Context: an optimization exercise on an open-source flow, tuned for small area. The choices shown serve that exercise and are no tape-out recipe.
Function was checked by simulation only, so behaviour that the tests miss may differ from the original.
No driver is modelled on the clock port, so clocking that relies on it looks cheaper here than on a real chip.

## JK
// SingleCycle_MIPS
module SingleCycle_MIPS(
    clk,
    rst_n,
    IR_addr,
    IR,
    RF_writedata,
    ReadDataMem,
    CEN,
    WEN,
    A,
    ReadData2,
    OEN
);
Size in the first run: ~4900 cells after synthesis, about 170 I/O pins, ~0.046 mm^2 of cells after synthesis.
export LEC_CHECK = 0
export CAP_MARGIN = 20
export CORE_MARGIN = 2
export CORE_UTILIZATION = 50
export GPL_TIMING_DRIVEN = 0
export PLACE_DENSITY = 0.6
export SETUP_SLACK_MARGIN = 0.25
export SLEW_MARGIN = 20
export SYNTH_HIERARCHICAL = 1
create_clock -name core_clock -period 12.0 [get_ports {clk}]
standard.sh (not shown) runs the stock make flow with config.mk's settings and CLKGATE_MAP_FILE= SYNTH_SCRIPT=/design/flow/synth_recipe.tcl, a recipe that flattens the netlist after the stock synthesis.
==> flow/flow/run.sh <==
#!/bin/bash
# Standard ORFS layout (the standard.sh) with area-oriented knobs:
#  - port buffers use the smallest buffer,
#  - the clock tree uses small buffers, larger sink clusters and no dummy
#    loads; slow leaf buffers are upsized afterwards (flow/post_cts.tcl),
#  - cells that repair_design made larger than their loads need are downsized
#    again (flow/post_resize.tcl, flow/post_cts.tcl),
# Each ORFS step writes its full log under orfs/logs/; make's output is in flow.log.
set -euo pipefail
here=$(cd "$(dirname "$0")" && pwd)
bash standard.sh \
  BUFFER_PORTS_ARGS="-buffer_cell sky130_fd_sc_hd__buf_1" \
  CTS_ARGS="-sink_clustering_enable -repair_clock_nets -dont_use_dummy_load -sink_clustering_size 16 -sink_clustering_max_diameter 50 -buf_list sky130_fd_sc_hd__clkbuf_4" \
  POST_RESIZE_TCL="$here/post_resize.tcl" \
  POST_CTS_TCL="$here/post_cts.tcl" \
  "${FLOW_TARGET:-finish}" > flow.log 2>&1
==> flow/flow/post_cts.tcl <==
# After CTS: upsize leaf clock buffers whose flip-flop clock pins see a slow
# slew, downsize other cells that do not need their drive, then legalize the
# placement again.
source [file join [file dirname [info script]] clk_upsize.tcl]
source [file join [file dirname [info script]] downsize.tcl]
estimate_parasitics -placement
clk_upsize 0.11
downsize_all 0.9 0.25
detailed_placement
check_placement -verbose
estimate_parasitics -placement
report_design_area
==> flow/flow/post_resize.tcl <==
# After repair_design: downsize cells whose loads do not need their drive.
source [file join [file dirname [info script]] downsize.tcl]
estimate_parasitics -placement
downsize_all 0.9 0.3
report_design_area
Other scripts of this flow, unchanged in this note and not shown: flow/flow/clk_upsize.tcl, flow/flow/downsize.tcl
[inputs] MS vs JK
-- flow/flow/run.sh --
<<< JK, line 11
bash standard.sh \
  BUFFER_PORTS_ARGS="-buffer_cell sky130_fd_sc_hd__buf_1" \
  CTS_ARGS="-sink_clustering_enable -repair_clock_nets -dont_use_dummy_load -sink_clustering_size 16 -sink_clustering_max_diameter 50 -buf_list sky130_fd_sc_hd__clkbuf_4" \
  POST_RESIZE_TCL="$here/post_resize.tcl" \
  POST_CTS_TCL="$here/post_cts.tcl" \
>>> MS, line 11
bash standard.sh \
  BUFFER_PORTS_ARGS="-buffer_cell sky130_fd_sc_hd__buf_1" \
  CTS_ARGS="-sink_clustering_enable -repair_clock_nets -dont_use_dummy_load -sink_clustering_size 12 -sink_clustering_max_diameter 40 -buf_list sky130_fd_sc_hd__clkbuf_4" \
  POST_RESIZE_TCL="$here/post_resize.tcl" \
  POST_CTS_TCL="$here/post_cts.tcl" \
-- flow/flow/post_cts.tcl --
<<< JK, line 5
source [file join [file dirname [info script]] downsize.tcl]
estimate_parasitics -placement
clk_upsize 0.11
downsize_all 0.9 0.25
detailed_placement
>>> MS, line 5
source [file join [file dirname [info script]] downsize.tcl]
estimate_parasitics -placement
clk_upsize 0.10
downsize_all 0.9 0.25
detailed_placement
### Flow results
Compared MS vs JK, and fraction of standard cell area that is sequential is down in MS. Cell count | MS above JK. Going from JK to MS, area growth from synthesis to final layout now larger; non-clock buffer count comparable; time the final worst path needs with I/O delays and setup now larger.
Input-level comparison between AL and MS:
- a change of SETUP_SLACK_MARGIN from 0.25 to 0.4
-- flow/flow/post_cts.tcl --
<<< MS, line 6
estimate_parasitics -placement
clk_upsize 0.10
downsize_all 0.9 0.25
detailed_placement
check_placement -verbose
>>> AL, line 6
estimate_parasitics -placement
clk_upsize 0.10
downsize_all 0.75 0.4
detailed_placement
check_placement -verbose
==> flow/flow/post_resize.tcl <==
# After repair_design: downsize cells whose loads do not need their drive.
source [file join [file dirname [info script]] downsize.tcl]
estimate_parasitics -placement
downsize_all 0.75 0.45
report_design_area
[summary]
- Min register-to-register slack across AL and MS: MS
- NOTE cell area after layout MS->AL increased slightly
- Worst clock skew (higher): MS
- Where minimum hold slack is concerned, MS is outperformed by AL.

==> port drivers added, routing unchanged <==
Ports are ideal in the flow. The routed layouts listed here were re-timed in OpenROAD. Step 1, drivers: a clkbuf_16 drives clk and a buf_2 each remaining input, both assumed. Step 2 times the ports against the registers' clock, not the clock port: input delays grow and output delays shrink by t, the midpoint of the rising clock arrivals with the driver on. Slacks: ideal ports / drivers / drivers and shift; pairs: ideal ports / drivers.
| run | t (ns) | setup slack, ns | hold slack, ns | worst slew at a driven data input, ns | pins driven straight from the clock port |
|---|---|---|---|---|---|
| JK | 1.124 | 0.166 / 0.138 / 0.138 | 0.486 / 0.486 / 0.486 | 0.10 | 1 |
| MS | 1.168 | 0.155 / 0.095 / 0.095 | 0.478 / 0.478 / 0.478 | 0.11 | 1 |
| AL | 1.165 | 0.470 / 0.438 / 0.438 | 0.487 / 0.487 / 0.487 | 0.10 | 1 |
After both steps setup and hold are still met in every run listed. For MS, which loses most, drivers alone change the setup slack by -0.060 ns; drivers and shift together by -0.060 ns.
